This is an optimization exercise on Yosys and OpenROAD, whose aim is small area, not a production implementation. Where RTL was checked, it was by simulation tests only, not by an equivalence proof against the original. No driver is modelled on the clock port, so clock power and skew are understated where the tree is cut down; a real chip needs a root buffer or a tree. No activity file was given, so power comes from the tool's default toggle rates.

Design uart, start of the top module:
module uart #(
    parameter BAUD_RATE   = 9600,
    parameter CLOCK_FREQ  = 50000000,
    parameter DATA_BITS   = 8
)
(   input  logic        clock,
    input  logic        reset,
    input  logic [DATA_BITS-1:0]  tx_data,
    input  logic        tx_send,
    output logic        tx_busy,
    output logic [DATA_BITS-1:0]  rx_data,
    output logic        rx_valid,
    input  logic        rx,      
    output logic        tx       
);
  uart_rx rx_inst (.*);
  uart_tx tx_inst (.*);
endmodule
Size in the first run: ~140 cells after synthesis, ~1600 µm² of cells after synthesis.
export LEC_CHECK = 0
export CAP_MARGIN = 20
export CORE_MARGIN = 2
export CORE_UTILIZATION = 40
export SLEW_MARGIN = 20
create_clock -name core_clock -period 20.0 [get_ports {clock}]
standard.sh (not shown) runs the stock make flow with config.mk's settings and CLKGATE_MAP_FILE= SYNTH_SCRIPT=/design/flow/synth_recipe.tcl, a recipe that flattens the netlist after the stock synthesis.
==> flow/flow/run.sh <==
#!/bin/bash
# Own layout flow: the standard ORFS flow (standard.sh: unchanged
# synthesis, floorplan, power grid and tap cells), with these changes to how
# the layout is made:
#  - the gates between the standard synthesis's flip-flops are mapped again
#    for area (flow/resyn.sh); the flip-flops are kept as they are;
#  - port buffers are the smallest buffer (buf_1) instead of the default pick;
#  - clock tree: CTS's tree is replaced by 3 or 4 leaf buffers driven from
#    the clock port (flow/post_cts.tcl, flow/clock_tree.tcl);
#  - gates with slack to spare are downsized after CTS (flow/post_cts.tcl).
# Each tool's output goes to its own log here (synth.log, resyn.log and
# resyn_yosys_N.log,
# standard_flow.log); each ORFS step also keeps its log under orfs/logs/.
set -euo pipefail
cd "$(dirname "$0")/.."
export BUFFER_PORTS_ARGS="-buffer_cell sky130_fd_sc_hd__buf_1"
export CTS_ARGS="-sink_clustering_enable -repair_clock_nets -dont_use_dummy_load -buf_list sky130_fd_sc_hd__clkbuf_8 -root_buf sky130_fd_sc_hd__clkbuf_8"
export POST_CTS_TCL="$PWD/flow/post_cts.tcl"
R=orfs/results/$FLOW_PLATFORM/uart/base
bash standard.sh synth > synth.log 2>&1
cp $R/1_2_yosys.v standard_synth.v
bash flow/resyn.sh standard_synth.v resyn.v "$FLOW_HOME/platforms/$FLOW_PLATFORM/lib/sky130_fd_sc_hd__tt_025C_1v80.lib" > resyn.log 2>&1
sleep 1
cp resyn.v $R/1_2_yosys.v
bash standard.sh finish > standard_flow.log 2>&1
==> flow/flow/resyn.sh <==
#!/bin/bash
# Re-map the combinational logic of the standard synthesis for area.
# The flip-flops of the standard synthesis are kept as they are (same
# instances, names and cell types): they are read as black boxes, and only
# the gates between them are flattened and mapped again by ABC with
# area-oriented scripts. Several scripts are tried and the netlist with the
# smallest cell area is kept.
# usage: resyn.sh IN.v OUT.v LIB
set -euo pipefail
IN=$1; OUT=$2; LIB=$3
YOSYS=yosys
if [[ -x "$FLOW_HOME/../tools/install/yosys/bin/yosys" ]]; then YOSYS="$FLOW_HOME/../tools/install/yosys/bin/yosys"; fi
SCRIPTS=(
  'strash\ndc2\ndch -f\nmap -a\namap\n'
  'strash\ndc2\ndc2\ndch -f\nmap -a\namap\n'
  'strash\ndc2\ndc2\ndc2\ndch -f\nmap -a\namap\n'
  'strash\ndc2\ndc2\ndc2\ndc2\ndch -f\nmap -a\namap\n'
  'strash\ndc2\ndc2\ndch -f\namap\n'
  'strash\ndch -f\nmap -a\n'
)
best=""; best_area=""
for i in "${!SCRIPTS[@]}"; do
  printf "${SCRIPTS[$i]}" > resyn_$i.abc
  cat > resyn_$i.ys <<EOF
read_liberty -ignore_miss_func $LIB
blackbox =sky130_fd_sc_hd__df* =sky130_fd_sc_hd__edf* =sky130_fd_sc_hd__sdf* =sky130_fd_sc_hd__sedf* =sky130_fd_sc_hd__dl*
read_verilog $IN
hierarchy -check -top uart
flatten
rename -hide w:_*_.*
opt_clean
tee -o resyn_before.txt stat -liberty $LIB
abc -liberty $LIB -dont_use *lpflow* -dont_use *probe* -script resyn_$i.abc
setundef -zero
splitnets
opt_clean -purge
hilomap -singleton -hicell sky130_fd_sc_hd__conb_1 HI -locell sky130_fd_sc_hd__conb_1 LO
tee -o resyn_after_$i.txt stat -liberty $LIB
insbuf -buf sky130_fd_sc_hd__buf_4 A X
write_verilog -noattr -nohex -nodec resyn_out_$i.v
EOF
  if "$YOSYS" -s resyn_$i.ys > resyn_yosys_$i.log 2>&1; then
    a=$(awk '/Chip area/ {print $NF}' resyn_after_$i.txt)
    echo "script $i: area $a"
    if [[ -z "$best" ]] || awk -v a="$a" -v b="$best_area" 'BEGIN{exit !(a<b)}'; then best=$i; best_area=$a; fi
  else
    echo "script $i: failed"
  fi
done
echo "kept script $best: area $best_area"
cp resyn_out_$best.v $OUT
Other scripts of this flow, unchanged in this note and not shown: flow/flow/clock_tree.tcl, flow/flow/post_cts.tcl
The baseline went through all stages and came out clean.
Rerun with:
--- a/flow/flow/resyn.sh
+++ b/flow/flow/resyn.sh
@@ -19,0 +20,3 @@
+  'strash\nbalance\ndc2\ndc2\ndch -f\nmap -a -B 0.1\namap\n'
+  'strash\nbalance\ndc2\ndc2\ndch -f\nmap -a\namap\n'
+  'strash\ndc2\ndc2\ndc2\ndc2\ndc2\ndch -f\nmap -a -B 0.1\namap\n'
Outcome: Synthesized area goes down by about 0.32%; wire length fell by about 2.7%; setup slack got worse by 7.9 ps; worst hold slack is worse by 3.9 ps; combinational power falls by about 3%; clock power stays flat; total power rose by 0.68%; cell area barely changes; sequential share of layout area is higher by 0.19 points; critical path depth does not change; global-route usage falls by 1.3 points.
Rerun with:
--- a/flow/flow/run.sh
+++ b/flow/flow/run.sh
@@ -11,2 +11 @@
-# Each tool's output goes to its own log here (synth.log, resyn.log and
-# resyn_yosys_N.log,
+# Each tool's output goes to its own log here (synth.log, resyn_yosys.log,
@@ -22 +21 @@
-bash flow/resyn.sh standard_synth.v resyn.v "$FLOW_HOME/platforms/$FLOW_PLATFORM/lib/sky130_fd_sc_hd__tt_025C_1v80.lib" > resyn.log 2>&1
+bash flow/resyn.sh standard_synth.v resyn.v "$FLOW_HOME/platforms/$FLOW_PLATFORM/lib/sky130_fd_sc_hd__tt_025C_1v80.lib"
==> flow/flow/resyn.sh (replaced) <==
#!/bin/bash
# Re-map the combinational logic of the standard synthesis for area.
# The flip-flops of the standard synthesis are kept as they are (same
# instances, names and cell types): they are read as black boxes, and only
# the gates between them are flattened and mapped again by ABC with an
# area-oriented script.
# usage: resyn.sh IN.v OUT.v LIB
set -euo pipefail
IN=$1; OUT=$2; LIB=$3
YOSYS=yosys
if [[ -x "$FLOW_HOME/../tools/install/yosys/bin/yosys" ]]; then YOSYS="$FLOW_HOME/../tools/install/yosys/bin/yosys"; fi
printf 'strash\ndc2\ndch -f\nmap -a\namap\n' > resyn.abc
cat > resyn.ys <<EOF
read_liberty -ignore_miss_func $LIB
blackbox =sky130_fd_sc_hd__df* =sky130_fd_sc_hd__edf* =sky130_fd_sc_hd__sdf* =sky130_fd_sc_hd__sedf* =sky130_fd_sc_hd__dl* =sky130_fd_sc_hd__sdl*
read_verilog $IN
hierarchy -check -top uart
flatten
rename -hide w:_*_.*
opt_clean
tee -o resyn_before.txt stat -liberty $LIB
abc -liberty $LIB -dont_use *lpflow* -dont_use *probe* -script resyn.abc
setundef -zero
splitnets
opt_clean -purge
hilomap -singleton -hicell sky130_fd_sc_hd__conb_1 HI -locell sky130_fd_sc_hd__conb_1 LO
insbuf -buf sky130_fd_sc_hd__buf_4 A X
tee -o resyn_after.txt stat -liberty $LIB
tee -o resyn_check.txt check
write_verilog -noattr -nohex -nodec $OUT
EOF
"$YOSYS" -s resyn.ys > resyn_yosys.log 2>&1
What happened: The changed run ran to the end with no violations. Cell area is higher by 3.2%. Hold slack stays flat. Cell count climbs by 7.5%. Via count is higher by 5.0%. Clock skew hardly moves. Worst setup slack degrades by 48 ps. Die area climbs by 3.1%. Routed wire length climbs by 8.3%. Total power climbs by 3.3%.
In every run of this note, the design's own scripts or RTL, not TritonCTS, make the clock network.

---

## v6
uart, a different RTL version from the one above (not shown whole).
For scale: ~150 cells after synthesis, ~23 I/O pins, roughly 1800 um2 of cells after synthesis.
clock: 20.0 ns
lec_check: 0
cap_margin: 20
core_margin: 2
core_utilization: 40
slew_margin: 20
==> flow/flow/run.sh <==
#!/bin/bash
# Own layout flow: the standard ORFS flow (standard.sh: unchanged
# synthesis, floorplan, power grid and tap cells), with these changes to how
# the layout is made:
#  - port buffers are the smallest buffer (buf_1) instead of the default pick;
#  - clock tree: clkbuf_8 from CTS, no dummy loads, then shrunk further
#    where the clock pin slew allows (flow/post_cts.tcl);
#  - gates with slack to spare are downsized after CTS (flow/post_cts.tcl).
# standard.sh's full output goes to standard_flow.log here; each ORFS step
# also keeps its own log under orfs/logs/.
set -euo pipefail
cd "$(dirname "$0")/.."
export BUFFER_PORTS_ARGS="-buffer_cell sky130_fd_sc_hd__buf_1"
export CTS_ARGS="-sink_clustering_enable -repair_clock_nets -dont_use_dummy_load -buf_list sky130_fd_sc_hd__clkbuf_8 -root_buf sky130_fd_sc_hd__clkbuf_8"
export POST_CTS_TCL="$PWD/flow/post_cts.tcl"
bash standard.sh finish > standard_flow.log 2>&1
Other scripts of this flow, unchanged in this note and not shown: flow/flow/post_cts.tcl
Modified inputs, v7 compared to v6
diff --git a/flow/flow/run.sh b/flow/flow/run.sh
--- a/flow/flow/run.sh
+++ b/flow/flow/run.sh
@@ -4,2 +4,4 @@
 # the layout is made:
+#  - the gates between the standard synthesis's flip-flops are mapped again
+#    for area (flow/resyn.sh); the flip-flops are kept as they are;
 #  - port buffers are the smallest buffer (buf_1) instead of the default pick;
@@ -8,4 +10,4 @@
 #  - gates with slack to spare are downsized after CTS (flow/post_cts.tcl).
-# standard.sh's full output goes to standard_flow.log here; each ORFS step
-# also keeps its own log under orfs/logs/.
+# Each tool's output goes to its own log here (synth.log, resyn_yosys.log,
+# standard_flow.log); each ORFS step also keeps its log under orfs/logs/.
 set -euo pipefail
@@ -15,2 +17,8 @@
 export POST_CTS_TCL="$PWD/flow/post_cts.tcl"
+R=orfs/results/$FLOW_PLATFORM/uart/base
+bash standard.sh synth > synth.log 2>&1
+cp $R/1_2_yosys.v standard_synth.v
+bash flow/resyn.sh standard_synth.v resyn.v "$FLOW_HOME/platforms/$FLOW_PLATFORM/lib/sky130_fd_sc_hd__tt_025C_1v80.lib"
+sleep 1
+cp resyn.v $R/1_2_yosys.v
 bash standard.sh finish > standard_flow.log 2>&1
==> flow/flow/resyn.sh (new file) <==
#!/bin/bash
# Re-map the combinational logic of the standard synthesis for area.
# The flip-flops of the standard synthesis are kept as they are (same
# instances, names and cell types): they are read as black boxes, and only
# the gates between them are flattened and mapped again by ABC with an
# area-oriented script.
# usage: resyn.sh IN.v OUT.v LIB
set -euo pipefail
IN=$1; OUT=$2; LIB=$3
YOSYS=yosys
if [[ -x "$FLOW_HOME/../tools/install/yosys/bin/yosys" ]]; then YOSYS="$FLOW_HOME/../tools/install/yosys/bin/yosys"; fi
printf 'strash\ndc2\ndch -f\nmap -a\namap\n' > resyn.abc
cat > resyn.ys <<EOF
read_liberty -ignore_miss_func $LIB
blackbox =sky130_fd_sc_hd__df* =sky130_fd_sc_hd__edf* =sky130_fd_sc_hd__sdf* =sky130_fd_sc_hd__sedf* =sky130_fd_sc_hd__dl* =sky130_fd_sc_hd__sdl*
read_verilog $IN
hierarchy -check -top uart
flatten
rename -hide w:_*_.*
opt_clean
tee -o resyn_before.txt stat -liberty $LIB
abc -liberty $LIB -dont_use *lpflow* -dont_use *probe* -script resyn.abc
setundef -zero
splitnets
opt_clean -purge
hilomap -singleton -hicell sky130_fd_sc_hd__conb_1 HI -locell sky130_fd_sc_hd__conb_1 LO
insbuf -buf sky130_fd_sc_hd__buf_4 A X
tee -o resyn_after.txt stat -liberty $LIB
tee -o resyn_check.txt check
write_verilog -noattr -nohex -nodec $OUT
EOF
"$YOSYS" -s resyn.ys > resyn_yosys.log 2>&1
### Flow results
Of v7 and v6, it is v7 that has the higher total number of vias. v7 vs v6, wire length on met1 went up by 8.0%. v7 vs v6, largest fanout on the critical path went down by 10. Total of endpoints with negative setup slack in the final report: v6 vs v7 identical. Relative to v6, fraction of standard cell area that is sequential has gone up in v7. Diff v7..v6 | final hold slack | negligible. Summed area of non-filler cells in the final layout delta (v7 − v6): favourable.

---

job 3743:
Another version of the RTL of uart (not shown whole).
Size in the first run: ~150 cells after synthesis, roughly 50 flip-flops, roughly 1700 sq um of cells after synthesis.
Settings: LEC_CHECK=0, CAP_MARGIN=20, CORE_MARGIN=2, CORE_UTILIZATION=40, SLEW_MARGIN=20; clock period 20.0 ns.
==> flow/flow/run.sh <==
#!/bin/bash
# Own layout flow: the standard ORFS flow (standard.sh, unchanged synthesis,
# floorplan, power grid and tap cells), with three changes to how the layout
# is made:
#  - port buffers are the smallest buffer (buf_1) instead of the default pick;
#  - clock tree: small clock buffers and no dummy loads;
#  - power recovery downsizes gates that have slack to spare.
set -euo pipefail
cd "$(dirname "$0")/.."
export BUFFER_PORTS_ARGS="-buffer_cell sky130_fd_sc_hd__buf_1"
export CTS_ARGS="-sink_clustering_enable -repair_clock_nets -dont_use_dummy_load -buf_list sky130_fd_sc_hd__clkbuf_4 -root_buf sky130_fd_sc_hd__clkbuf_8"
export RECOVER_POWER=100
bash standard.sh finish > standard_flow.log 2>&1
Final checks on job 3743, whose flow otherwise completed, came back failing, citing max-capacitance violations, max-slew violations.
Input changes introduced in job 4967 (baseline for comparison: job 3743):
--- a/flow/flow/run.sh
+++ b/flow/flow/run.sh
@@ -12 +11,0 @@
-export RECOVER_POWER=100
[summary]
- Looking across job 3743 and job 4967, the single run that reached the end with no open violations was job 4967.
- The flow for job 3743 finished, though final verification flagged max-capacitance violations, max-slew violations.
- Taking job 3743 as the reference point, the total power draw of job 4967 rises by 1.2%.
- Maximum ir drop on the vdd rail across job 3743 and job 4967: no real change.
- Area of the core: job 4967 vs job 3743 identical
- In terms of final net count, job 4967 and job 3743 differ only marginally.
No functional check of the RTL was part of any run of this note.

what the ideal ports hide:
The results above use ideal ports. As a check the final layouts listed here were re-extracted and re-timed, cells and wires unchanged. Step 1 sets driving cells, clkbuf_16 on the clock port and buf_2 on the other inputs (assumed; they add their load-dependent delay and slew). Step 2 adds t to the input delays and takes it off the output delays; t is the mean of the earliest and latest rising clock arrival at the registers after step 1. Input paths then give back, and output paths get back, about the clock's delay inside the block. Slacks: ideal ports / drivers / drivers and shift; pairs: ideal ports / drivers.
run | t, ns | setup slack, ns | slew at the worst register clock pin (ns) | worst data-port slew with drivers (ns) | cell pins on the clock port's net
the first run of note 1 | 0.197 | 15.019 / 14.971 / 15.168 | 0.10 / 0.10 | 0.03 | 3
the second run of note 1 | 0.187 | 15.011 / 14.971 / 15.158 | 0.10 / 0.10 | 0.04 | 3
the third run of note 1 | 0.196 | 14.963 / 14.919 / 15.115 | 0.10 / 0.10 | 0.03 | 3
v6 | 0.529 | 14.356 / 14.333 / 14.862 | 0.10 / 0.10 | 0.03 | 1
v7 | 0.552 | 14.532 / 14.510 / 15.063 | 0.08 / 0.08 | 0.03 | 1
job 3743 | 0.319 | 14.862 / 14.836 / 15.155 | 0.09 / 0.09 | 0.04 | 1
job 4967 | 0.319 | 14.863 / 14.837 / 15.156 | 0.09 / 0.09 | 0.04 | 1
